What follows belongs to an exercise in optimizing a design on an open flow for small area, a short achievable clock period and few clock cycles per item; a production flow would make more cautious choices.
Function was checked by simulation only, so behaviour that the tests miss may differ from the original.

===== run.sh =====
#!/bin/bash
# synth_recipe.tcl (not shown) runs the flow's synth.tcl, then flattens the netlist and writes it again
# the make line also repeats each setting of config.mk as NAME=value (left out here)
make -C /OpenROAD-flow-scripts/flow DESIGN_CONFIG=/design/flow/config.mk WORK_HOME=/design/flow/orfs CLKGATE_MAP_FILE= SYNTH_SCRIPT=/design/flow/synth_recipe.tcl finish

===== config.mk =====
export PLATFORM = sky130hd
export DESIGN_NAME = geofence
export DESIGN_NICKNAME = geofence
export VERILOG_FILES = /design/flow/design.v
export SDC_FILE = /design/flow/constraint.sdc
export NUM_CORES = 4
export LEC_CHECK = 0
export CAP_MARGIN = 20
export CORE_MARGIN = 2
export CORE_UTILIZATION = 40
export SETUP_SLACK_MARGIN = 3.0
export SLEW_MARGIN = 20
export SYNTH_HIERARCHICAL = 1
export SYNTH_MINIMUM_KEEP_SIZE = 0

===== constraint.sdc =====
create_clock -name core_clock -period 7.5 [get_ports {clk}]
set_input_delay 1.5000 -clock core_clock [delete_from_list [all_inputs] [get_ports {clk}]]
set_output_delay 1.5000 -clock core_clock [all_outputs]
set_load 0.01 [all_outputs]

===== design.v =====
module BoothEnc (input [9:0] m,
                 output [5:0] one,
                 output [5:0] two,
                 output [5:0] neg);
    wire [12:0] b = {2'b00, m, 1'b0};    
    genvar i;
    generate
        for (i = 0; i < 6; i = i + 1) begin : dig
            assign one[i] = b[2*i+1] ^ b[2*i];
            assign two[i] = (b[2*i+2] & ~b[2*i+1] & ~b[2*i]) | (~b[2*i+2] & b[2*i+1] & b[2*i]);
            assign neg[i] = b[2*i+2];
        end
    endgenerate
endmodule
module FA (input a, input b, input c, output s, output co);
    assign s = a ^ b ^ c;
    assign co = (a & b) | (c & (a ^ b));
endmodule
module HA (input a, input b, output s, output co);
    assign s = a ^ b;
    assign co = a & b;
endmodule
module CrossProduct (input [10:0] ax,
                     input [10:0] ay,
                     input bx_sign,
                     input [5:0] bx_one,
                     input [5:0] bx_two,
                     input [5:0] bx_neg,
                     input by_sign,
                     input [5:0] by_one,
                     input [5:0] by_two,
                     input [5:0] by_neg,
                     output pos);
    wire [9:0] ma = ax[9:0], mc = ay[9:0];
    wire n1 = ax[10] ^ by_sign;    
    wire n2 = ay[10] ^ bx_sign;    
    wire gt;
    assign pos = n1 ? (n2 & ~gt) : (n2 | gt);
    wire pp1, pp2, pp3, pp4, pp5, pp6, pp7, pp8, pp9, pp10, pp11, ns12, nc13, pp14, pp15, pp16;
    wire pp17, pp18, pp19, pp20, pp21, pp22, pp23, pp24, ns25, nc26, pp27, pp28, pp29, pp30, pp31, pp32;
    wire pp33, pp34, pp35, pp36, pp37, ns38, nc39, pp40, pp41, pp42, pp43, pp44, pp45, pp46, pp47, pp48;
    wire pp49, pp50, ns51, nc52, pp53, pp54, pp55, pp56, pp57, pp58, pp59, pp60, pp61, pp62, pp63, ns64;
    wire nc65, pp66, pp67, pp68, pp69, pp70, pp71, pp72, pp73, pp74, pp75, pp76, pp77, pp78, pp79, pp80;
    wire pp81, pp82, pp83, pp84, pp85, pp86, ns87, nc88, pp89, pp90, pp91, pp92, pp93, pp94, pp95, pp96;
    wire pp97, pp98, pp99, ns100, nc101, pp102, pp103, pp104, pp105, pp106, pp107, pp108, pp109, pp110, pp111, pp112;
    wire ns113, nc114, pp115, pp116, pp117, pp118, pp119, pp120, pp121, pp122, pp123, pp124, pp125, ns126, nc127, pp128;
    wire pp129, pp130, pp131, pp132, pp133, pp134, pp135, pp136, pp137, pp138, ns139, nc140, pp141, pp142, pp143, pp144;
    wire pp145, pp146, pp147, pp148, pp149, pp150, s151, c152, s153, c154, s155, c156, s157, c158, s159, c160;
    wire s161, c162, s163, c164, s165, c166, s167, c168, s169, c170, s171, c172, s173, c174, s175, c176;
    wire s177, c178, s179, c180, s181, c182, s183, c184, s185, c186, s187, c188, s189, c190, s191, c192;
    wire s193, c194, s195, c196, s197, c198, s199, c200, s201, c202, s203, c204, s205, c206, s207, c208;
    wire s209, c210, s211, c212, s213, c214, s215, c216, s217, c218, s219, c220, s221, c222, s223, c224;
    wire s225, c226, s227, c228, s229, c230, s231, c232, s233, c234, s235, c236, s237, c238, s239, c240;
    wire s241, c242, s243, c244, s245, c246, s247, c248, s249, c250, s251, c252, s253, c254, s255, c256;
    wire s257, c258, s259, c260, s261, c262, s263, c264, s265, c266, s267, c268, s269, c270, s271, c272;
    wire s273, c274, s275, c276, s277, c278, s279, c280, s281, c282, s283, c284, s285, c286, s287, c288;
    wire s289, c290, s291, c292, s293, c294, s295, c296, s297, c298, s299, c300, s301, c302, s303, c304;
    wire s305, c306, s307, c308, s309, c310, s311, c312, s313, c314, s315, c316, s317, c318, s319, c320;
    wire s321, c322, s323, c324, s325, c326, s327, c328, s329, c330, s331, c332, s333, c334, s335, c336;
    wire s337, c338, s339, c340, s341, c342, s343, c344, s345, c346, s347, c348, s349, c350, s351, c352;
    wire s353, c354, s355, c356, s357, c358, s359, c360, s361, c362, s363, c364, s365, c366, s367, c368;
    wire s369, c370, s371, c372, s373, c374, s375, c376, s377, c378, s379, c380, s381, c382, s383, c384;
    wire s385, c386, s387, c388, s389, c390, s391, c392, s393, c394, s395, c396, s397, c398, s399, c400;
    wire s401, c402, s403, c404, s405, c406, s407, c408, s409, c410, s411, c412, s413, c414, s415, c416;
    wire s417, c418, s419, c420, s421, c422, s423, c424, s425, c426, s427, c428, g429, t430, g431, t432;
    wire g433, t434, g435, t436, g437, t438, g439, t440, g441, t442, g443, t444, g445, t446, g447, t448;
    wire g449, t450, g451, t452, g453, t454, g455, t456, g457, t458, g459, t460, g461, t462, g463, t464;
    wire g465, t466, g467, t468, G469, P470, G471, P472, G473, P474, G475, P476, G477, P478, G479, P480;
    wire G481, P482, G483, P484, G485, P486, G487, P488, G489, P490, G491, P492, G493, P494, G495, P496;
    wire G497, P498, G499, P500, G501, P502, G503, P504, G505, P506;
    assign pp1 = ((by_one[0] & ma[0])) ^ by_neg[0];
    assign pp2 = ((by_one[0] & ma[1]) | (by_two[0] & ma[0])) ^ by_neg[0];
    assign pp3 = ((by_one[0] & ma[2]) | (by_two[0] & ma[1])) ^ by_neg[0];
    assign pp4 = ((by_one[0] & ma[3]) | (by_two[0] & ma[2])) ^ by_neg[0];
    assign pp5 = ((by_one[0] & ma[4]) | (by_two[0] & ma[3])) ^ by_neg[0];
    assign pp6 = ((by_one[0] & ma[5]) | (by_two[0] & ma[4])) ^ by_neg[0];
    assign pp7 = ((by_one[0] & ma[6]) | (by_two[0] & ma[5])) ^ by_neg[0];
    assign pp8 = ((by_one[0] & ma[7]) | (by_two[0] & ma[6])) ^ by_neg[0];
    assign pp9 = ((by_one[0] & ma[8]) | (by_two[0] & ma[7])) ^ by_neg[0];
    assign pp10 = ((by_one[0] & ma[9]) | (by_two[0] & ma[8])) ^ by_neg[0];
    assign pp11 = ((by_two[0] & ma[9])) ^ by_neg[0];
    assign ns12 = ~(by_neg[0]);
    assign nc13 = by_neg[0];
    assign pp14 = ((by_one[1] & ma[0])) ^ by_neg[1];
    assign pp15 = ((by_one[1] & ma[1]) | (by_two[1] & ma[0])) ^ by_neg[1];
    assign pp16 = ((by_one[1] & ma[2]) | (by_two[1] & ma[1])) ^ by_neg[1];
    assign pp17 = ((by_one[1] & ma[3]) | (by_two[1] & ma[2])) ^ by_neg[1];
    assign pp18 = ((by_one[1] & ma[4]) | (by_two[1] & ma[3])) ^ by_neg[1];
    assign pp19 = ((by_one[1] & ma[5]) | (by_two[1] & ma[4])) ^ by_neg[1];
    assign pp20 = ((by_one[1] & ma[6]) | (by_two[1] & ma[5])) ^ by_neg[1];
    assign pp21 = ((by_one[1] & ma[7]) | (by_two[1] & ma[6])) ^ by_neg[1];
    assign pp22 = ((by_one[1] & ma[8]) | (by_two[1] & ma[7])) ^ by_neg[1];
    assign pp23 = ((by_one[1] & ma[9]) | (by_two[1] & ma[8])) ^ by_neg[1];
    assign pp24 = ((by_two[1] & ma[9])) ^ by_neg[1];
    assign ns25 = ~(by_neg[1]);
    assign nc26 = by_neg[1];
    assign pp27 = ((by_one[2] & ma[0])) ^ by_neg[2];
    assign pp28 = ((by_one[2] & ma[1]) | (by_two[2] & ma[0])) ^ by_neg[2];
    assign pp29 = ((by_one[2] & ma[2]) | (by_two[2] & ma[1])) ^ by_neg[2];
    assign pp30 = ((by_one[2] & ma[3]) | (by_two[2] & ma[2])) ^ by_neg[2];
    assign pp31 = ((by_one[2] & ma[4]) | (by_two[2] & ma[3])) ^ by_neg[2];
    assign pp32 = ((by_one[2] & ma[5]) | (by_two[2] & ma[4])) ^ by_neg[2];
    assign pp33 = ((by_one[2] & ma[6]) | (by_two[2] & ma[5])) ^ by_neg[2];
    assign pp34 = ((by_one[2] & ma[7]) | (by_two[2] & ma[6])) ^ by_neg[2];
    assign pp35 = ((by_one[2] & ma[8]) | (by_two[2] & ma[7])) ^ by_neg[2];
    assign pp36 = ((by_one[2] & ma[9]) | (by_two[2] & ma[8])) ^ by_neg[2];
    assign pp37 = ((by_two[2] & ma[9])) ^ by_neg[2];
    assign ns38 = ~(by_neg[2]);
    assign nc39 = by_neg[2];
    assign pp40 = ((by_one[3] & ma[0])) ^ by_neg[3];
    assign pp41 = ((by_one[3] & ma[1]) | (by_two[3] & ma[0])) ^ by_neg[3];
    assign pp42 = ((by_one[3] & ma[2]) | (by_two[3] & ma[1])) ^ by_neg[3];
    assign pp43 = ((by_one[3] & ma[3]) | (by_two[3] & ma[2])) ^ by_neg[3];
    assign pp44 = ((by_one[3] & ma[4]) | (by_two[3] & ma[3])) ^ by_neg[3];
    assign pp45 = ((by_one[3] & ma[5]) | (by_two[3] & ma[4])) ^ by_neg[3];
    assign pp46 = ((by_one[3] & ma[6]) | (by_two[3] & ma[5])) ^ by_neg[3];
    assign pp47 = ((by_one[3] & ma[7]) | (by_two[3] & ma[6])) ^ by_neg[3];
    assign pp48 = ((by_one[3] & ma[8]) | (by_two[3] & ma[7])) ^ by_neg[3];
    assign pp49 = ((by_one[3] & ma[9]) | (by_two[3] & ma[8])) ^ by_neg[3];
    assign pp50 = ((by_two[3] & ma[9])) ^ by_neg[3];
    assign ns51 = ~(by_neg[3]);
    assign nc52 = by_neg[3];
    assign pp53 = ((by_one[4] & ma[0])) ^ by_neg[4];
    assign pp54 = ((by_one[4] & ma[1]) | (by_two[4] & ma[0])) ^ by_neg[4];
    assign pp55 = ((by_one[4] & ma[2]) | (by_two[4] & ma[1])) ^ by_neg[4];
    assign pp56 = ((by_one[4] & ma[3]) | (by_two[4] & ma[2])) ^ by_neg[4];
    assign pp57 = ((by_one[4] & ma[4]) | (by_two[4] & ma[3])) ^ by_neg[4];
    assign pp58 = ((by_one[4] & ma[5]) | (by_two[4] & ma[4])) ^ by_neg[4];
    assign pp59 = ((by_one[4] & ma[6]) | (by_two[4] & ma[5])) ^ by_neg[4];
    assign pp60 = ((by_one[4] & ma[7]) | (by_two[4] & ma[6])) ^ by_neg[4];
    assign pp61 = ((by_one[4] & ma[8]) | (by_two[4] & ma[7])) ^ by_neg[4];
    assign pp62 = ((by_one[4] & ma[9]) | (by_two[4] & ma[8])) ^ by_neg[4];
    assign pp63 = ((by_two[4] & ma[9])) ^ by_neg[4];
    assign ns64 = ~(by_neg[4]);
    assign nc65 = by_neg[4];
    assign pp66 = (by_one[5] & ma[0]);
    assign pp67 = (by_one[5] & ma[1]);
    assign pp68 = (by_one[5] & ma[2]);
    assign pp69 = (by_one[5] & ma[3]);
    assign pp70 = (by_one[5] & ma[4]);
    assign pp71 = (by_one[5] & ma[5]);
    assign pp72 = (by_one[5] & ma[6]);
    assign pp73 = (by_one[5] & ma[7]);
    assign pp74 = (by_one[5] & ma[8]);
    assign pp75 = (by_one[5] & ma[9]);
    assign pp76 = ((bx_one[0] & mc[0])) ^ ~bx_neg[0];
    assign pp77 = ((bx_one[0] & mc[1]) | (bx_two[0] & mc[0])) ^ ~bx_neg[0];
    assign pp78 = ((bx_one[0] & mc[2]) | (bx_two[0] & mc[1])) ^ ~bx_neg[0];
    assign pp79 = ((bx_one[0] & mc[3]) | (bx_two[0] & mc[2])) ^ ~bx_neg[0];
    assign pp80 = ((bx_one[0] & mc[4]) | (bx_two[0] & mc[3])) ^ ~bx_neg[0];
    assign pp81 = ((bx_one[0] & mc[5]) | (bx_two[0] & mc[4])) ^ ~bx_neg[0];
    assign pp82 = ((bx_one[0] & mc[6]) | (bx_two[0] & mc[5])) ^ ~bx_neg[0];
    assign pp83 = ((bx_one[0] & mc[7]) | (bx_two[0] & mc[6])) ^ ~bx_neg[0];
    assign pp84 = ((bx_one[0] & mc[8]) | (bx_two[0] & mc[7])) ^ ~bx_neg[0];
    assign pp85 = ((bx_one[0] & mc[9]) | (bx_two[0] & mc[8])) ^ ~bx_neg[0];
    assign pp86 = ((bx_two[0] & mc[9])) ^ ~bx_neg[0];
    assign ns87 = ~(~bx_neg[0]);
    assign nc88 = ~bx_neg[0];
    assign pp89 = ((bx_one[1] & mc[0])) ^ ~bx_neg[1];
    assign pp90 = ((bx_one[1] & mc[1]) | (bx_two[1] & mc[0])) ^ ~bx_neg[1];
    assign pp91 = ((bx_one[1] & mc[2]) | (bx_two[1] & mc[1])) ^ ~bx_neg[1];
    assign pp92 = ((bx_one[1] & mc[3]) | (bx_two[1] & mc[2])) ^ ~bx_neg[1];
    assign pp93 = ((bx_one[1] & mc[4]) | (bx_two[1] & mc[3])) ^ ~bx_neg[1];
    assign pp94 = ((bx_one[1] & mc[5]) | (bx_two[1] & mc[4])) ^ ~bx_neg[1];
    assign pp95 = ((bx_one[1] & mc[6]) | (bx_two[1] & mc[5])) ^ ~bx_neg[1];
    assign pp96 = ((bx_one[1] & mc[7]) | (bx_two[1] & mc[6])) ^ ~bx_neg[1];
    assign pp97 = ((bx_one[1] & mc[8]) | (bx_two[1] & mc[7])) ^ ~bx_neg[1];
    assign pp98 = ((bx_one[1] & mc[9]) | (bx_two[1] & mc[8])) ^ ~bx_neg[1];
    assign pp99 = ((bx_two[1] & mc[9])) ^ ~bx_neg[1];
    assign ns100 = ~(~bx_neg[1]);
    assign nc101 = ~bx_neg[1];
    assign pp102 = ((bx_one[2] & mc[0])) ^ ~bx_neg[2];
    assign pp103 = ((bx_one[2] & mc[1]) | (bx_two[2] & mc[0])) ^ ~bx_neg[2];
    assign pp104 = ((bx_one[2] & mc[2]) | (bx_two[2] & mc[1])) ^ ~bx_neg[2];
    assign pp105 = ((bx_one[2] & mc[3]) | (bx_two[2] & mc[2])) ^ ~bx_neg[2];
    assign pp106 = ((bx_one[2] & mc[4]) | (bx_two[2] & mc[3])) ^ ~bx_neg[2];
    assign pp107 = ((bx_one[2] & mc[5]) | (bx_two[2] & mc[4])) ^ ~bx_neg[2];
    assign pp108 = ((bx_one[2] & mc[6]) | (bx_two[2] & mc[5])) ^ ~bx_neg[2];
    assign pp109 = ((bx_one[2] & mc[7]) | (bx_two[2] & mc[6])) ^ ~bx_neg[2];
    assign pp110 = ((bx_one[2] & mc[8]) | (bx_two[2] & mc[7])) ^ ~bx_neg[2];
    assign pp111 = ((bx_one[2] & mc[9]) | (bx_two[2] & mc[8])) ^ ~bx_neg[2];
    assign pp112 = ((bx_two[2] & mc[9])) ^ ~bx_neg[2];
    assign ns113 = ~(~bx_neg[2]);
    assign nc114 = ~bx_neg[2];
    assign pp115 = ((bx_one[3] & mc[0])) ^ ~bx_neg[3];
    assign pp116 = ((bx_one[3] & mc[1]) | (bx_two[3] & mc[0])) ^ ~bx_neg[3];
    assign pp117 = ((bx_one[3] & mc[2]) | (bx_two[3] & mc[1])) ^ ~bx_neg[3];
    assign pp118 = ((bx_one[3] & mc[3]) | (bx_two[3] & mc[2])) ^ ~bx_neg[3];
    assign pp119 = ((bx_one[3] & mc[4]) | (bx_two[3] & mc[3])) ^ ~bx_neg[3];
    assign pp120 = ((bx_one[3] & mc[5]) | (bx_two[3] & mc[4])) ^ ~bx_neg[3];
    assign pp121 = ((bx_one[3] & mc[6]) | (bx_two[3] & mc[5])) ^ ~bx_neg[3];
    assign pp122 = ((bx_one[3] & mc[7]) | (bx_two[3] & mc[6])) ^ ~bx_neg[3];
    assign pp123 = ((bx_one[3] & mc[8]) | (bx_two[3] & mc[7])) ^ ~bx_neg[3];
    assign pp124 = ((bx_one[3] & mc[9]) | (bx_two[3] & mc[8])) ^ ~bx_neg[3];
    assign pp125 = ((bx_two[3] & mc[9])) ^ ~bx_neg[3];
    assign ns126 = ~(~bx_neg[3]);
    assign nc127 = ~bx_neg[3];
    assign pp128 = ((bx_one[4] & mc[0])) ^ ~bx_neg[4];
    assign pp129 = ((bx_one[4] & mc[1]) | (bx_two[4] & mc[0])) ^ ~bx_neg[4];
    assign pp130 = ((bx_one[4] & mc[2]) | (bx_two[4] & mc[1])) ^ ~bx_neg[4];
    assign pp131 = ((bx_one[4] & mc[3]) | (bx_two[4] & mc[2])) ^ ~bx_neg[4];
    assign pp132 = ((bx_one[4] & mc[4]) | (bx_two[4] & mc[3])) ^ ~bx_neg[4];
    assign pp133 = ((bx_one[4] & mc[5]) | (bx_two[4] & mc[4])) ^ ~bx_neg[4];
    assign pp134 = ((bx_one[4] & mc[6]) | (bx_two[4] & mc[5])) ^ ~bx_neg[4];
    assign pp135 = ((bx_one[4] & mc[7]) | (bx_two[4] & mc[6])) ^ ~bx_neg[4];
    assign pp136 = ((bx_one[4] & mc[8]) | (bx_two[4] & mc[7])) ^ ~bx_neg[4];
    assign pp137 = ((bx_one[4] & mc[9]) | (bx_two[4] & mc[8])) ^ ~bx_neg[4];
    assign pp138 = ((bx_two[4] & mc[9])) ^ ~bx_neg[4];
    assign ns139 = ~(~bx_neg[4]);
    assign nc140 = ~bx_neg[4];
    assign pp141 = ~((bx_one[5] & mc[0]));
    assign pp142 = ~((bx_one[5] & mc[1]));
    assign pp143 = ~((bx_one[5] & mc[2]));
    assign pp144 = ~((bx_one[5] & mc[3]));
    assign pp145 = ~((bx_one[5] & mc[4]));
    assign pp146 = ~((bx_one[5] & mc[5]));
    assign pp147 = ~((bx_one[5] & mc[6]));
    assign pp148 = ~((bx_one[5] & mc[7]));
    assign pp149 = ~((bx_one[5] & mc[8]));
    assign pp150 = ~((bx_one[5] & mc[9]));
    FA fs151 (.a(pp7), .b(pp18), .c(pp29), .s(s151), .co(c152));
    HA hs153 (.a(pp8), .b(pp19), .s(s153), .co(c154));
    FA fs155 (.a(pp9), .b(pp20), .c(pp31), .s(s155), .co(c156));
    FA fs157 (.a(pp42), .b(pp53), .c(nc65), .s(s157), .co(c158));
    HA hs159 (.a(pp84), .b(pp95), .s(s159), .co(c160));
    FA fs161 (.a(pp10), .b(pp21), .c(pp32), .s(s161), .co(c162));
    FA fs163 (.a(pp43), .b(pp54), .c(pp85), .s(s163), .co(c164));
    HA hs165 (.a(pp96), .b(pp107), .s(s165), .co(c166));
    FA fs167 (.a(pp11), .b(pp22), .c(pp33), .s(s167), .co(c168));
    FA fs169 (.a(pp44), .b(pp55), .c(pp66), .s(s169), .co(c170));
    FA fs171 (.a(pp86), .b(pp97), .c(pp108), .s(s171), .co(c172));
    FA fs173 (.a(ns12), .b(pp23), .c(pp34), .s(s173), .co(c174));
    FA fs175 (.a(pp45), .b(pp56), .c(pp67), .s(s175), .co(c176));
    FA fs177 (.a(ns87), .b(pp98), .c(pp109), .s(s177), .co(c178));
    FA fs179 (.a(pp24), .b(pp35), .c(pp46), .s(s179), .co(c180));
    FA fs181 (.a(pp57), .b(pp68), .c(pp99), .s(s181), .co(c182));
    HA hs183 (.a(pp110), .b(pp121), .s(s183), .co(c184));
    FA fs185 (.a(ns25), .b(pp36), .c(pp47), .s(s185), .co(c186));
    FA fs187 (.a(pp58), .b(pp69), .c(ns100), .s(s187), .co(c188));
    HA hs189 (.a(pp111), .b(pp122), .s(s189), .co(c190));
    FA fs191 (.a(pp37), .b(pp48), .c(pp59), .s(s191), .co(c192));
    HA hs193 (.a(ns38), .b(pp49), .s(s193), .co(c194));
    HA hs195 (.a(pp3), .b(pp14), .s(s195), .co(c196));
    FA fs197 (.a(pp5), .b(pp16), .c(pp27), .s(s197), .co(c198));
    HA hs199 (.a(nc39), .b(pp80), .s(s199), .co(c200));
    FA fs201 (.a(pp6), .b(pp17), .c(pp28), .s(s201), .co(c202));
    HA hs203 (.a(pp81), .b(pp92), .s(s203), .co(c204));
    FA fs205 (.a(s151), .b(pp40), .c(nc52), .s(s205), .co(c206));
    FA fs207 (.a(pp82), .b(pp93), .c(pp104), .s(s207), .co(c208));
    HA hs209 (.a(pp115), .b(nc127), .s(s209), .co(c210));
    FA fs211 (.a(s153), .b(pp30), .c(pp41), .s(s211), .co(c212));
    FA fs213 (.a(pp83), .b(pp94), .c(pp105), .s(s213), .co(c214));
    assign s215 = ~(pp116 ^ c152);
    assign c216 = pp116 | c152;
    FA fs217 (.a(s155), .b(s157), .c(s159), .s(s217), .co(c218));
    FA fs219 (.a(pp106), .b(pp117), .c(pp128), .s(s219), .co(c220));
    assign s221 = ~(nc140 ^ c154);
    assign c222 = nc140 | c154;
    FA fs223 (.a(s161), .b(s163), .c(s165), .s(s223), .co(c224));
    FA fs225 (.a(pp118), .b(pp129), .c(c156), .s(s225), .co(c226));
    assign s227 = ~(c158 ^ c160);
    assign c228 = c158 | c160;
    FA fs229 (.a(s167), .b(s169), .c(s171), .s(s229), .co(c230));
    FA fs231 (.a(pp119), .b(pp130), .c(pp141), .s(s231), .co(c232));
    FA fs233 (.a(c162), .b(c164), .c(c166), .s(s233), .co(c234));
    FA fs235 (.a(s173), .b(s175), .c(s177), .s(s235), .co(c236));
    FA fs237 (.a(pp120), .b(pp131), .c(pp142), .s(s237), .co(c238));
    FA fs239 (.a(c168), .b(c170), .c(c172), .s(s239), .co(c240));
    FA fs241 (.a(s179), .b(s181), .c(s183), .s(s241), .co(c242));
    FA fs243 (.a(pp132), .b(pp143), .c(c174), .s(s243), .co(c244));
    assign s245 = ~(c176 ^ c178);
    assign c246 = c176 | c178;
    FA fs247 (.a(s185), .b(s187), .c(s189), .s(s247), .co(c248));
    FA fs249 (.a(pp133), .b(pp144), .c(c180), .s(s249), .co(c250));
    assign s251 = ~(c182 ^ c184);
    assign c252 = c182 | c184;
    FA fs253 (.a(s191), .b(pp70), .c(pp112), .s(s253), .co(c254));
    FA fs255 (.a(pp123), .b(pp134), .c(pp145), .s(s255), .co(c256));
    FA fs257 (.a(c186), .b(c188), .c(c190), .s(s257), .co(c258));
    FA fs259 (.a(s193), .b(pp60), .c(pp71), .s(s259), .co(c260));
    FA fs261 (.a(ns113), .b(pp124), .c(pp135), .s(s261), .co(c262));
    assign s263 = ~(pp146 ^ c192);
    assign c264 = pp146 | c192;
    FA fs265 (.a(pp50), .b(pp61), .c(pp72), .s(s265), .co(c266));
    FA fs267 (.a(pp125), .b(pp136), .c(pp147), .s(s267), .co(c268));
    FA fs269 (.a(ns51), .b(pp62), .c(pp73), .s(s269), .co(c270));
    HA hs271 (.a(ns126), .b(pp137), .s(s271), .co(c272));
    HA hs273 (.a(pp1), .b(nc13), .s(s273), .co(c274));
    FA fs275 (.a(s195), .b(nc26), .c(pp78), .s(s275), .co(c276));
    FA fs277 (.a(pp4), .b(pp15), .c(pp79), .s(s277), .co(c278));
    HA hs279 (.a(pp90), .b(c196), .s(s279), .co(c280));
    FA fs281 (.a(s197), .b(s199), .c(pp91), .s(s281), .co(c282));
    assign s283 = ~(pp102 ^ nc114);
    assign c284 = pp102 | nc114;
    FA fs285 (.a(s201), .b(s203), .c(pp103), .s(s285), .co(c286));
    assign s287 = ~(c198 ^ c200);
    assign c288 = c198 | c200;
    FA fs289 (.a(s205), .b(s207), .c(s209), .s(s289), .co(c290));
    assign s291 = ~(c202 ^ c204);
    assign c292 = c202 | c204;
    FA fs293 (.a(s211), .b(s213), .c(s215), .s(s293), .co(c294));
    FA fs295 (.a(c206), .b(c208), .c(c210), .s(s295), .co(c296));
    FA fs297 (.a(s217), .b(s219), .c(s221), .s(s297), .co(c298));
    FA fs299 (.a(c212), .b(c214), .c(c216), .s(s299), .co(c300));
    FA fs301 (.a(s223), .b(s225), .c(s227), .s(s301), .co(c302));
    FA fs303 (.a(c218), .b(c220), .c(c222), .s(s303), .co(c304));
    FA fs305 (.a(s229), .b(s231), .c(s233), .s(s305), .co(c306));
    FA fs307 (.a(c224), .b(c226), .c(c228), .s(s307), .co(c308));
    FA fs309 (.a(s235), .b(s237), .c(s239), .s(s309), .co(c310));
    FA fs311 (.a(c230), .b(c232), .c(c234), .s(s311), .co(c312));
    FA fs313 (.a(s241), .b(s243), .c(s245), .s(s313), .co(c314));
    FA fs315 (.a(c236), .b(c238), .c(c240), .s(s315), .co(c316));
    FA fs317 (.a(s247), .b(s249), .c(s251), .s(s317), .co(c318));
    FA fs319 (.a(c242), .b(c244), .c(c246), .s(s319), .co(c320));
    FA fs321 (.a(s253), .b(s255), .c(s257), .s(s321), .co(c322));
    FA fs323 (.a(c248), .b(c250), .c(c252), .s(s323), .co(c324));
    FA fs325 (.a(s259), .b(s261), .c(s263), .s(s325), .co(c326));
    FA fs327 (.a(c254), .b(c256), .c(c258), .s(s327), .co(c328));
    FA fs329 (.a(s265), .b(s267), .c(c194), .s(s329), .co(c330));
    FA fs331 (.a(c260), .b(c262), .c(c264), .s(s331), .co(c332));
    FA fs333 (.a(s269), .b(s271), .c(pp148), .s(s333), .co(c334));
    assign s335 = ~(c266 ^ c268);
    assign c336 = c266 | c268;
    FA fs337 (.a(pp63), .b(pp74), .c(pp138), .s(s337), .co(c338));
    FA fs339 (.a(pp149), .b(c270), .c(c272), .s(s339), .co(c340));
    FA fs341 (.a(ns64), .b(pp75), .c(ns139), .s(s341), .co(c342));
    assign s343 = ~pp150;
    assign c344 = pp150;
    HA hs345 (.a(s273), .b(pp76), .s(s345), .co(c346));
    FA fs347 (.a(pp2), .b(pp77), .c(c274), .s(s347), .co(c348));
    FA fs349 (.a(s275), .b(pp89), .c(nc101), .s(s349), .co(c350));
    FA fs351 (.a(s277), .b(s279), .c(c276), .s(s351), .co(c352));
    FA fs353 (.a(s281), .b(s283), .c(c278), .s(s353), .co(c354));
    FA fs355 (.a(s285), .b(s287), .c(c282), .s(s355), .co(c356));
    FA fs357 (.a(s289), .b(s291), .c(c286), .s(s357), .co(c358));
    FA fs359 (.a(s293), .b(s295), .c(c290), .s(s359), .co(c360));
    FA fs361 (.a(s297), .b(s299), .c(c294), .s(s361), .co(c362));
    FA fs363 (.a(s301), .b(s303), .c(c298), .s(s363), .co(c364));
    FA fs365 (.a(s305), .b(s307), .c(c302), .s(s365), .co(c366));
    FA fs367 (.a(s309), .b(s311), .c(c306), .s(s367), .co(c368));
    FA fs369 (.a(s313), .b(s315), .c(c310), .s(s369), .co(c370));
    FA fs371 (.a(s317), .b(s319), .c(c314), .s(s371), .co(c372));
    FA fs373 (.a(s321), .b(s323), .c(c318), .s(s373), .co(c374));
    FA fs375 (.a(s325), .b(s327), .c(c322), .s(s375), .co(c376));
    FA fs377 (.a(s329), .b(s331), .c(c326), .s(s377), .co(c378));
    FA fs379 (.a(s333), .b(s335), .c(c330), .s(s379), .co(c380));
    FA fs381 (.a(s337), .b(s339), .c(c334), .s(s381), .co(c382));
    FA fs383 (.a(s341), .b(s343), .c(c338), .s(s383), .co(c384));
    HA hs385 (.a(c342), .b(c344), .s(s385), .co(c386));
    HA hs387 (.a(s345), .b(nc88), .s(s387), .co(c388));
    assign s389 = ~(s347 ^ c346);
    assign c390 = s347 | c346;
    assign s391 = ~(s349 ^ c348);
    assign c392 = s349 | c348;
    assign s393 = ~(s351 ^ c350);
    assign c394 = s351 | c350;
    FA fs395 (.a(s353), .b(c280), .c(c352), .s(s395), .co(c396));
    FA fs397 (.a(s355), .b(c284), .c(c354), .s(s397), .co(c398));
    FA fs399 (.a(s357), .b(c288), .c(c356), .s(s399), .co(c400));
    FA fs401 (.a(s359), .b(c292), .c(c358), .s(s401), .co(c402));
    FA fs403 (.a(s361), .b(c296), .c(c360), .s(s403), .co(c404));
    FA fs405 (.a(s363), .b(c300), .c(c362), .s(s405), .co(c406));
    FA fs407 (.a(s365), .b(c304), .c(c364), .s(s407), .co(c408));
    FA fs409 (.a(s367), .b(c308), .c(c366), .s(s409), .co(c410));
    FA fs411 (.a(s369), .b(c312), .c(c368), .s(s411), .co(c412));
    FA fs413 (.a(s371), .b(c316), .c(c370), .s(s413), .co(c414));
    FA fs415 (.a(s373), .b(c320), .c(c372), .s(s415), .co(c416));
    FA fs417 (.a(s375), .b(c324), .c(c374), .s(s417), .co(c418));
    FA fs419 (.a(s377), .b(c328), .c(c376), .s(s419), .co(c420));
    FA fs421 (.a(s379), .b(c332), .c(c378), .s(s421), .co(c422));
    FA fs423 (.a(s381), .b(c336), .c(c380), .s(s423), .co(c424));
    FA fs425 (.a(s383), .b(c340), .c(c382), .s(s425), .co(c426));
    assign s427 = ~(s385 ^ c384);
    assign c428 = s385 | c384;
    assign g429 = s387 & 1'b1;
    assign t430 = s387 | 1'b1;
    assign g431 = s389 & c388;
    assign t432 = s389 | c388;
    assign g433 = s391 & c390;
    assign t434 = s391 | c390;
    assign g435 = s393 & c392;
    assign t436 = s393 | c392;
    assign g437 = s395 & c394;
    assign t438 = s395 | c394;
    assign g439 = s397 & c396;
    assign t440 = s397 | c396;
    assign g441 = s399 & c398;
    assign t442 = s399 | c398;
    assign g443 = s401 & c400;
    assign t444 = s401 | c400;
    assign g445 = s403 & c402;
    assign t446 = s403 | c402;
    assign g447 = s405 & c404;
    assign t448 = s405 | c404;
    assign g449 = s407 & c406;
    assign t450 = s407 | c406;
    assign g451 = s409 & c408;
    assign t452 = s409 | c408;
    assign g453 = s411 & c410;
    assign t454 = s411 | c410;
    assign g455 = s413 & c412;
    assign t456 = s413 | c412;
    assign g457 = s415 & c414;
    assign t458 = s415 | c414;
    assign g459 = s417 & c416;
    assign t460 = s417 | c416;
    assign g461 = s419 & c418;
    assign t462 = s419 | c418;
    assign g463 = s421 & c420;
    assign t464 = s421 | c420;
    assign g465 = s423 & c422;
    assign t466 = s423 | c422;
    assign g467 = s425 & c424;
    assign t468 = s425 | c424;
    assign G469 = g431 | (t432 & g429);
    assign P470 = t432 & t430;
    assign G471 = g433 | (t434 & G469);
    assign P472 = t434 & P470;
    assign G473 = g437 | (t438 & g435);
    assign P474 = t438 & t436;
    assign G475 = G473 | (P474 & G471);
    assign P476 = P474 & P472;
    assign G477 = g441 | (t442 & g439);
    assign P478 = t442 & t440;
    assign G479 = g443 | (t444 & G477);
    assign P480 = t444 & P478;
    assign G481 = g447 | (t448 & g445);
    assign P482 = t448 & t446;
    assign G483 = G481 | (P482 & G479);
    assign P484 = P482 & P480;
    assign G485 = G483 | (P484 & G475);
    assign P486 = P484 & P476;
    assign G487 = g451 | (t452 & g449);
    assign P488 = t452 & t450;
    assign G489 = g453 | (t454 & G487);
    assign P490 = t454 & P488;
    assign G491 = g457 | (t458 & g455);
    assign P492 = t458 & t456;
    assign G493 = G491 | (P492 & G489);
    assign P494 = P492 & P490;
    assign G495 = g461 | (t462 & g459);
    assign P496 = t462 & t460;
    assign G497 = g463 | (t464 & G495);
    assign P498 = t464 & P496;
    assign G499 = g467 | (t468 & g465);
    assign P500 = t468 & t466;
    assign G501 = G499 | (P500 & G497);
    assign P502 = P500 & P498;
    assign G503 = G501 | (P502 & G493);
    assign P504 = P502 & P494;
    assign G505 = G503 | (P504 & G485);
    assign P506 = P504 & P486;
    assign gt = ~(s427 ^ c426 ^ G505);
endmodule
module geofence (clk,
                 reset,
                 X,
                 Y,
                 valid,
                 is_inside);
    input clk;
    input reset;
    input [9:0] X;
    input [9:0] Y;
    output valid;
    output is_inside;
    reg [3:0] cnt;
    reg [9:0] px, py;
    reg [10:0] ux, uy, sx, sy, ex, ey;    
    reg ins, vld;
    wire cs, ce;
    wire [5:0] ux_one, ux_two, ux_neg, uy_one, uy_two, uy_neg;
    BoothEnc BX (.m(ux[9:0]), .one(ux_one), .two(ux_two), .neg(ux_neg));
    BoothEnc BY (.m(uy[9:0]), .one(uy_one), .two(uy_two), .neg(uy_neg));
    CrossProduct C0 (.ax(sx), .ay(sy),
                     .bx_sign(ux[10]), .bx_one(ux_one), .bx_two(ux_two), .bx_neg(ux_neg),
                     .by_sign(uy[10]), .by_one(uy_one), .by_two(uy_two), .by_neg(uy_neg),
                     .pos(cs));
    CrossProduct C1 (.ax(ex), .ay(ey),
                     .bx_sign(ux[10]), .bx_one(ux_one), .bx_two(ux_two), .bx_neg(ux_neg),
                     .by_sign(uy[10]), .by_one(uy_one), .by_two(uy_two), .by_neg(uy_neg),
                     .pos(ce));
    assign valid = vld;
    assign is_inside = ins;
    always @(posedge clk or posedge reset) begin
        if (reset) begin
            cnt <= 4'd0;
            vld <= 1'b0;
        end else begin
            cnt <= (cnt == 4'd8) ? 4'd0 : cnt + 4'd1;
            vld <= (cnt == 4'd7);
        end
    end
    wire [10:0] dx = {1'b0, X} - {1'b0, px};
    wire [10:0] dy = {1'b0, Y} - {1'b0, py};
    wire [9:0] nx = px - X;
    wire [9:0] ny = py - Y;
    wire place = cnt >= 4'd3 && cnt <= 4'd7;
    always @(posedge clk) begin
        if (cnt == 4'd0) begin
            px <= X;
            py <= Y;
        end
        ux <= {dx[10], dx[10] ? nx : dx[9:0]};
        uy <= {dy[10], dy[10] ? ny : dy[9:0]};
        if (cnt == 4'd2 || (place && !cs && !ce)) begin
            sx <= ux;
            sy <= uy;
        end
        if (cnt == 4'd2 || (place && cs && ce)) begin
            ex <= ux;
            ey <= uy;
        end
        if (cnt == 4'd2)
            ins <= 1'b0;
        else if (place && !cs && ce)
            ins <= 1'b1;
    end
endmodule

==> out/results.tsv, run 1 <==
stage	metric	value	unit
floorplan	dieArea	38870	sq um
clock_network	cts_tree	yes	
routing	vias	11165	
setup_path	max_stage_delay	0.59	ns
run	maxCapViolations	0	
setup_path	crit_arrival	5.98	ns
yosys	synth_area	14920	sq um
cells_and_area	final_net_count	1813	
global_routing	grt_max_degree	48	
timing	period_minus_slack	5.947	ns
yosys	syn_avg_cell_area	10.08	sq um
place	gp_congestion	0.8480	
global_routing	grt_pass1_vias	11894	
setup_path	r2r_slack	1.55	ns
cells_and_area	fill_cells	3435	
routing	dr.pass1.iters	6	
clock_network	cts-buffers-inserted	9	
routing	drt_iter0_markers	1074	
setup_path	end_kind	flop	
clock_network	cts_hold_buf	0	
routing	drc	0	
timing	maxSlewHeadroom	53.31	%
routing	avgRoutedWirePerCell	20.60	microns
global_routing	grt-ovfl-total	0	
setup_path	worstPathRequired	7.53	ns
cells_and_area	n_antenna_cell	0	
worst_hold_path	whs_endpoint	cnt[0]$_DFF_PP0_	
floorplan	ios	24	
yosys	synth_cells	1481	
setup_path	startpoint_type	flop	
setup_path	cp_cell_sequence	buf_12, nand3b_1, o21ai_4, buf_6, buf_6, a22oi_2, xnor2_1, fa_1, fa_2, fa_2, fa_2, fa_1, nor2_1, or3_4, or4_4, a21oi_2, o211ai_1, nor2_2, o211ai_1, a21oi_4, buf_12	
timing	post-route-period-util	79.29	%
clock_network	clockBufferDepth	2	
cells_and_area	drive_gt1_share	13.52	%
global_routing	antenna_found_initial	1	
cells_and_area	synthToLayoutAreaGrowth	13.01	%
setup_path	worstReg2RegStart	uy[9]$_DFF_P_	
setup_path	slowest_stage	fa_2	
setup_path	r2r_cells	21	
timing	final.setup_skew	0.01030	ns
cells_and_area	multi_input_area	11780	sq um
floorplan	die_x	197.1	microns
setup_path	path_class	reg -> reg	
timing	hold_violations	0	
worst_hold_path	hold_path.class	reg -> reg	
worst_hold_path	worstHoldStart	cnt[0]$_DFF_PP0_	
timing	setup-violations-final	0	
floorplan	die_y	197.1	microns
clock_network	htreeDepth	3	
routing	wl	40110	microns
floorplan	core_area	36700	sq um
timing	rsz0062_at_grt	yes	
cells_and_area	register_area	2556	sq um
floorplan	std_cell_rows	70	
timing	fin_tns_setup	0	ns
timing	slew_viol_final	0	
routing	viasPerCell	5.734	
worst_hold_path	hold_depth	1	
setup_path	crit_family	adder cells	
clock_network	clk_pin_slew	0.07	ns
cells_and_area	fin_cells	1947	
routing	ant_nets	0	
timing	worstMarginPinSlew	0.6997	ns
global_routing	grt_pass1_wl	64990	microns
clock_network	cts_root_buf	clkbuf_16	
floorplan	start_util	40.66	%
clock_network	clock_sinks	92	
outcome	status	no timing/DRC/antenna violations	
timing	fmax	0.1682	GHz
setup_path	cp_max_fo	22	
setup_path	path_buf_inv	4	
global_routing	track_usage	21.44	%
place	port-buffer-count	23	
place	dp_cells	1879	
clock_network	clock_latency	0.34	ns
setup_path	crit-reg2reg-capture	ey[8]$_DFFE_PP_	
yosys	yosys_warnings	7	
yosys	syn-num-nets	1820	
timing	hold_ws	0.4909	ns
place	dp_hpwl	28550	microns
setup_path	crit_top_cell	fa_2	
-- worst max-delay path by stage --
| stage | slack, ns | to | start | cells after the start |
|---|---|---|---|---|
| finish | 1.55 | ey[8]$_DFFE_PP_ | uy[9]$_DFF_P_ | 21 |
| floorplan | 1.91 | ex[0]$_DFFE_PP_ | uy[8]$_DFF_P_ | 18 |
| global placement | 1.02 | sy[0]$_DFFE_PP_ | ux[7]$_DFF_P_ | 17 |
| detailed placement | 0.93 | sx[1]$_DFFE_PP_ | ux[7]$_DFF_P_ | 17 |
| global route | 1.32 | ey[0]$_DFFE_PP_ | uy[1]$_DFF_P_ | 19 |
| CTS | 1.60 | ey[8]$_DFFE_PP_ | uy[9]$_DFF_P_ | 22 |
-- cells in the final DEF (no fill, tap or decap), types with 5 or more instances in the layout --
cell type / count
dfxtp_4: 12
inv_1: 150
xor2_1: 62
nand2_1: 77
nand3b_1: 6
dfrtp_1: 5
xnor2_2: 6
fa_2: 16
buf_12: 5
clkbuf_16: 9
a21o_1: 16
nand3_1: 8
buf_6: 21
o22ai_1: 12
a22oi_1: 182
a22oi_2: 6
mux2i_1: 19
ha_1: 97
nand2b_1: 6
a21oi_2: 5
o21ai_0: 16
a31oi_1: 11
a21oi_1: 43
a221oi_1: 5
dfxtp_1: 8
xnor2_1: 178
edfxtp_1: 64
and2_1: 23
nor2_1: 23
fa_1: 204
o211ai_1: 7
buf_4: 53
clkdlybuf4s50_1: 23
-- through the flow --
step / area (sq um) / setup slack, ns / utilization (%)
final: 16860 / 1.553 / 45.95
after global routing: 16860 / 1.316 / 45.95
after CTS: 16690 / 1.603 / 45.47
after detailed placement: 15550 / 0.9279 / 42.37
after global placement: 15540 / 1.021 / 42.36
after floorplan: 15090 / 1.914 / -
-- routing by layer --
layer	wire, microns	vias up	global-route usage (%)
met3	3067	72	2.561
li1	-	4986	-
met1	16440	5633	28.73
met5	13	-	0
met2	19400	472	36.23
met4	1183	2	6.990
-- area by class of cell --
class / instances / area share (%)
multi-input combinational: 1111 / 69.87
sequential: 92 / 15.16
timing repair buffer: 109 / 6.314
tap: 468 / 3.473
inverter: 151 / 3.384
clock buffer: 10 / 1.417
clock inverter: 6 / 0.3784
-- state kept, by name (all words and copies together), names as in the netlist --
name	count
ey	11
py	10
sy	11
px	10
ins	1
ex	11
ux	11
uy	11
sx	11
cnt	4
vld	1
-- timing repair --
action                                  CTS  global route
setup buffers                            31             6
gates resized for setup                 105            23
endpoints found under the setup margin   45            45
pin swaps                                57            21
gates cloned                             15             0
Testbench counts, summed over its fixed seeds: cycles 28,800, tests 3,200.
==> inputs of run 2 (changes only) <==
--- a/config.mk
+++ b/config.mk
@@ -7,2 +7,3 @@
 export LEC_CHECK = 0
+export ABC_CLOCK_PERIOD_IN_PS = 4000
 export CAP_MARGIN = 20
==> run 2 against run 1 <==
  * Non-clock buffer count unchanged
  * Global-route usage did not move
  * Synthesized area stayed put
  * Worst hold slack unchanged
  * Utilization stayed put
  * Wire length unchanged
  * Design area is the same
  * Synthesized cell count unchanged
  * Count of clock-buffer cells in the layout unchanged
  * First-iteration DRC count stayed put
==> out/results.tsv, run 2 <==
stage	metric	value	unit	change
outcome	status	no timing/DRC/antenna violations		
timing	post-route-period-util	79.29	%	unchanged
clock_network	clockBufferDepth	2		unchanged
global_routing	grt_pass1_wl	64990	microns	unchanged
worst_hold_path	hold_path.class	reg -> reg		
clock_network	htreeDepth	3		unchanged
setup_path	cp_max_fo	22		unchanged
floorplan	ios	24		unchanged
setup_path	path_class	reg -> reg		
cells_and_area	final_core_util	45.95	%	unchanged
floorplan	die_y	197.1	microns	unchanged
floorplan	std_cell_rows	70		unchanged
floorplan	dieArea	38870	sq um	unchanged
global_routing	antenna_found_initial	1		unchanged
setup_path	cp_cell_sequence	buf_12, nand3b_1, o21ai_4, buf_6, buf_6, a22oi_2, xnor2_1, fa_1, fa_2, fa_2, fa_2, fa_1, nor2_1, or3_4, or4_4, a21oi_2, o211ai_1, nor2_2, o211ai_1, a21oi_4, buf_12		
timing	setup-violations-final	0		unchanged
timing	fmax	0.1682	GHz	unchanged
yosys	yosys_warnings	7		unchanged
cells_and_area	fill_cells	3435		unchanged
routing	drc	0		unchanged
cells_and_area	mostFrequentLayoutCell	fa_1		
setup_path	crit_arrival	5.98	ns	about the same
clock_network	cts_hold_buf	0		unchanged
routing	dr.pass1.iters	6		unchanged
yosys	synth_area	14920	sq um	unchanged
timing	worstMarginPinSlew	0.6997	ns	unchanged
routing	avgRoutedWirePerCell	20.60	microns	unchanged
place	dp_hpwl	28550	microns	unchanged
setup_path	end_kind	flop		
setup_path	crit_top_cell	fa_2		
cells_and_area	synthToLayoutAreaGrowth	13.01	%	unchanged
timing	hold_violations	0		unchanged
global_routing	grt_max_degree	48		unchanged
timing	rsz0062_at_grt	yes		
timing	period_minus_slack	5.947	ns	unchanged
yosys	synth_cells	1481		unchanged
timing	fin_tns_setup	0	ns	unchanged
place	port-buffer-count	23		unchanged
place	dp_cells	1879		unchanged
floorplan	die_x	197.1	microns	unchanged
routing	ant_nets	0		unchanged
cells_and_area	final_cell_mix	fa_1 (204), a22oi_1 (182), xnor2_1 (178), inv_1 (150), ha_1 (97)		
routing	drt_iter0_markers	1074		unchanged
yosys	syn_avg_cell_area	10.08	sq um	unchanged
clock_network	cts_root_buf	clkbuf_16		
routing	wl	40110	microns	unchanged
yosys	syn-num-nets	1820		unchanged
setup_path	max_stage_delay	0.59	ns	about the same
clock_network	clk_pin_slew	0.07	ns	about the same
cells_and_area	n_antenna_cell	0		unchanged
floorplan	core_area	36700	sq um	unchanged
clock_network	clock_latency	0.34	ns	about the same
setup_path	worstPathRequired	7.53	ns	about the same
run	maxCapViolations	0		unchanged
cells_and_area	final_net_count	1813		unchanged
global_routing	track_usage	21.44	%	unchanged
global_routing	grt-ovfl-total	0		unchanged
floorplan	start_util	40.66	%	unchanged
timing	slew_viol_final	0		unchanged
setup_path	slowest_stage	fa_2		
global_routing	grt_pass1_vias	11894		unchanged
cells_and_area	fin_cells	1947		unchanged
clock_network	clock_sinks	92		unchanged
routing	viasPerCell	5.734		unchanged
clock_network	cts-buffers-inserted	9		unchanged
place	gp_congestion	0.8480		unchanged
timing	maxSlewHeadroom	53.31	%	unchanged
routing	vias	11165		unchanged
cells_and_area	drive_gt1_share	13.52	%	unchanged
timing	final.setup_skew	0.01030	ns	unchanged
setup_path	startpoint_type	flop		
clock_network	cts_tree	yes		
run 2: cell counts in the layout (fill, tap and decap cells not counted):
Identical to the previous run, type by type.
run 2: metal layers:
layer  wire length [microns]  GRT usage (%)
met5                      13              0
met4                    1183          6.990
met3                    3067          2.561
met2                   19400          36.23
met1                   16440          28.73
run 2: metrics by stage:
| stage | hold WS (ns) | setup WS [ns] | area (sq um) |
|---|---|---|---|
| after detailed placement | 0.4756 | 0.9279 | 15550 |
| after global placement | 0.4723 | 1.021 | 15540 |
| after floorplan | 0.4483 | 1.914 | 15090 |
| after global routing | 0.5178 | 1.316 | 16860 |
| after CTS | 0.4924 | 1.603 | 16690 |
| final | 0.4909 | 1.553 | 16860 |
run 2: final timing paths:
path,from,end,slack [ns],cells after the start
setup / recovery,uy[9]$_DFF_P_,ey[8]$_DFFE_PP_,1.55,21
hold / removal,cnt[0]$_DFF_PP0_,cnt[0]$_DFF_PP0_,0.49,1
setup reg to reg,uy[9]$_DFF_P_,ey[8]$_DFFE_PP_,1.55,21
hold reg to reg,cnt[0]$_DFF_PP0_,cnt[0]$_DFF_PP0_,0.49,1
max in group asynchronous,reset,cnt[2]$_DFF_PP0_,5.96,2
min in group asynchronous,reset,vld$_DFF_PP0_,1.36,2
run 2: final cells by class:
class	instances	area, sq um	area share, %
Tap cell	468	585.6	3.473
Inverter	151	570.5	3.384
Clock inverter	6	63.81	0.3784
Sequential cell	92	2556	15.16
Clock buffer	10	239.0	1.417
Timing Repair Buffer	109	1065	6.314
Multi-Input combinational cell	1111	11780	69.87
run 2: what timing repair did:
action | in CTS | in global routing
endpoints found under the setup margin | 45 | 45
gates cloned | 15 | 0
pin swaps | 57 | 21
setup buffers | 31 | 6
resized for setup | 105 | 23
run 2: worst max-delay path, delay by kind of cell, from the launching register on:
family	cells	cell delay (ns)
AOI/OAI and AO/OA	6	0.76
DFF	1	0.35
and+or+nand+nor	5	1.34
xor gates and xnor gates	1	0.21
buffers and inverters	4	0.56
adders and majority gates	5	2.43
==> inputs of run 3 (changes only) <==
--- a/config.mk
+++ b/config.mk
@@ -7,3 +7,2 @@
 export LEC_CHECK = 0
-export ABC_CLOCK_PERIOD_IN_PS = 4000
 export CAP_MARGIN = 20
@@ -11,3 +10,3 @@
 export CORE_UTILIZATION = 40
-export SETUP_SLACK_MARGIN = 3.0
+export SETUP_SLACK_MARGIN = 2.0
 export SLEW_MARGIN = 20
==> run 3 against run 2 <==
  * Synthesized area unchanged
  * Critical endpoint unchanged
  * Wire length shrank 4.6%
  * Via count down 2.2%
==> out/results.tsv, run 3 <==
stage	metric	value	unit	change
outcome	status	no timing/DRC/antenna violations		
cells_and_area	final_cell_mix	fa_1 (208), a22oi_1 (184), xnor2_1 (182), inv_1 (150), ha_1 (97)		
routing	vias	10916		-2.2%
timing	hold_violations	0		unchanged
timing	fin_tns_setup	0	ns	unchanged
clock_network	clk_pin_slew	0.07	ns	about the same
floorplan	core_area	36700	sq um	unchanged
floorplan	std_cell_rows	70		unchanged
routing	drt_iter0_markers	867		-19%
global_routing	grt_pass1_vias	11603		-2.4%
routing	drc	0		unchanged
place	dp_cells	1887		+0.43%
routing	dr_wl_met2	18560	microns	-4.3%
routing	wl_met1	16430	microns	-0.10%
place	port-buffer-count	23		unchanged
timing	period_minus_slack	6.082	ns	+0.1355 ns
routing	wl	38240	microns	-4.6%
floorplan	die_y	197.1	microns	unchanged
timing	worstMarginPinSlew	0.7047	ns	+0.005003 ns
clock_network	cts_root_buf	clkbuf_16		
global_routing	antenna_found_initial	0		-1
setup_path	end_kind	flop		
run	maxCapViolations	0		unchanged
yosys	synth_area	14920	sq um	unchanged
yosys	yosys_warnings	7		unchanged
setup_path	crit_arrival	6.13	ns	+0.15 ns
global_routing	grt_pass1_wl	62410	microns	-4.0%
place	gp_congestion	0.8328		-1.8%
clock_network	cts-buffers-inserted	9		unchanged
timing	fmax	0.1644	GHz	-2.2%
clock_network	htreeDepth	3		unchanged
timing	slew_viol_final	0		unchanged
global_routing	track_usage	20.39	%	-1.1 points
timing	setup-violations-final	0		unchanged
cells_and_area	fill_cells	3448		+0.38%
setup_path	path_class	reg -> reg		
floorplan	dieArea	38870	sq um	unchanged
yosys	synth_cells	1481		unchanged
cells_and_area	mostFrequentLayoutCell	fa_1		
cells_and_area	synthToLayoutAreaGrowth	10.71	%	
clock_network	clock_sinks	92		unchanged
yosys	syn-num-nets	1820		unchanged
timing	post-route-period-util	81.09	%	+1.8 points
setup_path	worstPathRequired	7.54	ns	about the same
global_routing	grt_max_degree	49		+2.1%
cells_and_area	fin_cells	1932		-0.77%
global_routing	grt-ovfl-total	0		unchanged
routing	viasPerCell	5.650		-1.5%
cells_and_area	final_net_count	1798		-0.83%
floorplan	ios	24		unchanged
routing	avgRoutedWirePerCell	19.80	microns	-3.9%
setup_path	cp_max_fo	22		unchanged
clock_network	clockBufferDepth	2		unchanged
setup_path	startpoint_type	flop		
cells_and_area	n_antenna_cell	0		unchanged
clock_network	cts_hold_buf	0		unchanged
timing	rsz0062_at_grt	yes		
yosys	syn_avg_cell_area	10.08	sq um	unchanged
routing	ant_nets	0		unchanged
clock_network	cts_tree	yes		
cells_and_area	drive_gt1_share	11.13	%	-2.4 points
routing	wl_met3	2448	microns	-20%
routing	dr.pass1.iters	6		unchanged
timing	final.setup_skew	0.009136	ns	-0.001162 ns
place	dp_hpwl	28990	microns	+1.5%
routing	dr.max_layer_used	met4		
timing	maxSlewHeadroom	52.28	%	-1.0 points
clock_network	clock_latency	0.34	ns	about the same
worst_hold_path	hold_path.class	reg -> reg		
floorplan	die_x	197.1	microns	unchanged
floorplan	start_util	40.66	%	unchanged
## run 3: path summary, 6_finish.rpt
kind / endpoint / startpoint / slack [ns] / cells after the start
setup reg to reg: ey[8]$_DFFE_PP_ / uy[3]$_DFF_P_ / 1.42 / 18
hold reg to reg: cnt[0]$_DFF_PP0_ / cnt[0]$_DFF_PP0_ / 0.49 / 1
min in group asynchronous: cnt[3]$_DFF_PP0_ / reset / 1.37 / 2
max in group asynchronous: cnt[2]$_DFF_PP0_ / reset / 5.94 / 2
setup / recovery: ey[8]$_DFFE_PP_ / uy[3]$_DFF_P_ / 1.42 / 18
hold / removal: cnt[0]$_DFF_PP0_ / cnt[0]$_DFF_PP0_ / 0.49 / 1
## run 3: final cells by class
cell class | count | area [sq um] | area share (%)
inverter | 151 | 570.5 | 3.454
clock buffer | 10 | 229.0 | 1.386
timing repair buffer | 95 | 863.3 | 5.226
sequential | 92 | 2540 | 15.38
tap | 468 | 585.6 | 3.545
multi-input combinational | 1110 | 11620 | 70.34
clock inverter | 6 | 111.4 | 0.6741
## run 3: metal layers
| metal | global-route usage, % | up-vias |
|---|---|---|
| li1 | - | 4957 |
| met1 | 27.58 | 5532 |
| met2 | 34.34 | 381 |
| met3 | 2.715 | 46 |
| met4 | 5.737 | 0 |
| met5 | 0 | - |
## run 3: timing repair
action	4_1_cts	5_1_grt
gates resized for setup	50	31
endpoints found under the setup margin	45	45
buffers inserted	18	7
cloned	4	0
pin swaps	26	40
## run 3: worst max-delay path, stage by stage (launching register included)
cell,delay [ns]
dfxtp_2,0.37
buf_8,0.17
o22ai_2,0.25
buf_6,0.18
a22oi_1,0.08
xnor2_1,0.25
fa_1,0.50
fa_1,0.53
fa_1,0.53
fa_1,0.54
fa_1,0.58
o22ai_1,0.08
or4_4,0.56
o2111ai_1,0.11
o211ai_1,0.17
nor2_4,0.29
o211ai_1,0.21
a21oi_4,0.19
buf_12,0.19
## run 3: through the flow
step / hold WS (ns) / worst slack, ns / area (sq um) / utilization (%)
final: 0.4852 / 1.418 / 16520 / 45.02
after CTS: 0.4858 / 1.469 / 16310 / 44.46
after global placement: 0.4701 / 0.8440 / 15600 / 42.52
after detailed placement: 0.4764 / 0.7465 / 15610 / 42.54
after global routing: 0.5088 / 1.205 / 16520 / 45.02
after floorplan: 0.4483 / 1.914 / 15090 / -
==> inputs of run 4 (changes only) <==
--- a/config.mk
+++ b/config.mk
@@ -10,3 +10,2 @@
 export CORE_UTILIZATION = 40
-export SETUP_SLACK_MARGIN = 2.0
 export SLEW_MARGIN = 20
==> run 4 against run 3 <==
  * Sequential share of layout area up 0.37 points
  * Wire length down 0.65%
  * Critical endpoint is now sy[3]$_DFFE_PP_
  * Largest cell class unchanged
==> out/results.tsv, run 4 <==
stage	metric	value	unit	change
floorplan	dieArea	38870	sq um	unchanged
timing	layout_setup_ws	0.5473	ns	-0.8707 ns
yosys	yosys_warnings	7		unchanged
global_routing	grt_pass1_vias	11494		-0.94%
routing	ant_nets	0		unchanged
floorplan	ios	24		unchanged
outcome	status	no timing/DRC/antenna violations		
place	gp_congestion	0.8570		+2.9%
floorplan	std_cell_rows	70		unchanged
yosys	synth_cells	1481		unchanged
cells_and_area	final_net_count	1775		-1.3%
clock_network	cts_setup_buffers	0		-18
clock_network	clock_latency	0.36	ns	+0.02 ns
place	placed_area	15590	sq um	-0.11%
clock_network	clockBufferDepth	2		unchanged
routing	avgRoutedWirePerCell	19.90	microns	+0.54%
setup_path	worstPathRequired	7.48	ns	-0.06 ns
timing	setup-violations-final	0		unchanged
timing	rsz0062_at_grt	no		
clock_network	clk_pin_slew	0.07	ns	about the same
setup_path	path_class	reg -> reg		
cells_and_area	drive_gt1_share	6.037	%	-5.1 points
setup_path	crit_top_cell	fa_1		
place	dp_hpwl	29340	microns	+1.2%
floorplan	die_y	197.1	microns	unchanged
global_routing	grt_util_met3	1.793	%	-0.92 points
global_routing	track_usage	20.57	%	+0.19 points
setup_path	end_kind	flop		
routing	viasPerCell	5.664		+0.25%
timing	slew_viol_final	0		unchanged
global_routing	grt_pass1_wl	62780	microns	+0.60%
yosys	syn_avg_cell_area	10.08	sq um	unchanged
setup_path	startpoint_type	flop		
routing	vias	10813		-0.94%
place	port-buffer-count	23		unchanged
cells_and_area	final_area	15980	sq um	-3.3%
timing	maxSlewHeadroom	42.60	%	-9.7 points
clock_network	cts_root_buf	clkbuf_16		
yosys	syn-num-nets	1820		unchanged
timing	worstMarginPinSlew	0.8610	ns	+0.1563 ns
setup_path	max_stage_delay	0.73	ns	+0.15 ns
global_routing	grt-busiest-layer	met2		
cells_and_area	final_cell_mix	fa_1 (220), a22oi_1 (188), xnor2_1 (184), inv_1 (151), ha_1 (97)		
routing	dr.pass1.iters	7		+1
global_routing	met1_usage	28.44	%	+0.87 points
setup_path	cp_max_fo	22		unchanged
worst_hold_path	hold_path.class	reg -> reg		
clock_network	cts-buffers-inserted	9		unchanged
global_routing	grt_max_degree	27		-45%
clock_network	cts_tree	yes		
timing	fmax	0.1438	GHz	-13%
timing	hold_violations	0		unchanged
global_routing	antenna_found_initial	0		unchanged
clock_network	cts-resized-gates	0		-100%
clock_network	clock_sinks	92		unchanged
setup_path	crit_family	adder cells		
timing	final.setup_skew	0.008957	ns	-0.0001788 ns
place	place_ws	0.6081	ns	-0.1384 ns
cells_and_area	synthToLayoutAreaGrowth	7.094	%	
floorplan	die_x	197.1	microns	unchanged
floorplan	start_util	40.66	%	unchanged
setup_path	slowest_stage	a21o_1		
cells_and_area	n_antenna_cell	0		unchanged
routing	drt_iter0_markers	916		+5.7%
global_routing	met2_usage	34.77	%	+0.43 points
setup_path	path_buf_inv	1		-2
cells_and_area	mostFrequentLayoutCell	fa_1		
setup_path	cp_cell_sequence	nand2b_1, o21ai_1, buf_4, a22oi_1, xor2_1, ha_1, fa_1, fa_1, fa_1, fa_1, nor2_1, or3_4, or4_4, a211o_1, o211ai_1, nor2_1, nor3_1, a21o_1		
routing	drc	0		unchanged
global_routing	grt-ovfl-total	0		unchanged
run	maxCapViolations	0		unchanged
setup_path	crit_arrival	6.93	ns	+0.80 ns
floorplan	core_area	36700	sq um	unchanged
timing	post-route-period-util	92.70	%	+12 points
routing	wl	37990	microns	-0.65%
timing	period_minus_slack	6.953	ns	+0.8707 ns
yosys	synth_area	14920	sq um	unchanged
timing	fin_tns_setup	0	ns	unchanged
clock_network	htreeDepth	3		unchanged
clock_network	cts_hold_buf	0		unchanged
-- run 4: area by class of cell --
type	instances	area, sq um
repair buffers	75	633.1
multi-input cells	1107	11290
flip-flops and latches	92	2516
clock inverters	7	162.7
fillers	3455	20720
inverters	151	566.8
well taps	468	585.6
clock buffers	9	225.2
-- run 4: metal layers --
layer  wire (microns)  share of wire, %
met1            16580                44
met2            18510                49
met3             2072               5.5
met4              831               2.2
met5                0                 0
-- run 4: through the flow --
| step | util [%] | cells | hold slack, ns |
|---|---|---|---|
| 6_report | 43.55 | 1909 | 0.4895 |
| 5_1_grt | 43.55 | 1909 | 0.4984 |
| 4_1_cts | 43.55 | 1909 | 0.4903 |
| 3_5_place_dp | 42.49 | 1893 | 0.4792 |
| 3_3_place_gp | 42.47 | 1893 | 0.4701 |
| 2_1_floorplan | - | 1481 | 0.4483 |
-- run 4: worst paths after layout --
kind                                       start               end  slack, ns  cells past startpoint
worst min-delay path            cnt[0]$_DFF_PP0_  cnt[0]$_DFF_PP0_       0.49                      1
worst max-delay path               ux[5]$_DFF_P_   sy[3]$_DFFE_PP_       0.55                     18
min in group asynchronous                  reset     vld$_DFF_PP0_       1.35                      2
worst min register to register  cnt[0]$_DFF_PP0_  cnt[0]$_DFF_PP0_       0.49                      1
worst max register to register     ux[5]$_DFF_P_   sy[3]$_DFFE_PP_       0.55                     18
max in group asynchronous                  reset  cnt[2]$_DFF_PP0_       5.97                      2

==> separate check: timing with driven ports <==
In the flow no input, the clock included, has a driving cell. The finished layouts below were timed again as built, in two steps.
Step 1 (the two cells are an assumption about what drives the block):
set clk [get_ports {clk}]
set_driving_cell -lib_cell sky130_fd_sc_hd__clkbuf_16 $clk
set_driving_cell -lib_cell sky130_fd_sc_hd__buf_2 [delete_from_list [all_inputs] $clk]
Step 2, shift: input delay + t, output delay - t, t = (earliest + latest rising clock arrival at the registers) / 2. This alone moves slack from input paths to output paths.
a / b / c = ideal / step 1 / step 2; a / b = the first two.
run	t, ns	setup slack, ns	slew at the worst register clock pin (ns)	cell pins on the clock port's net
run 1	0.373	1.553 / 1.553 / 1.553	0.07 / 0.07	1
run 2	0.373	1.553 / 1.553 / 1.553	0.07 / 0.07	1
run 3	0.379	1.418 / 1.418 / 1.418	0.07 / 0.07	1
run 4	0.394	0.547 / 0.547 / 0.547	0.07 / 0.07	1
After both steps setup and hold are still met in every run listed.
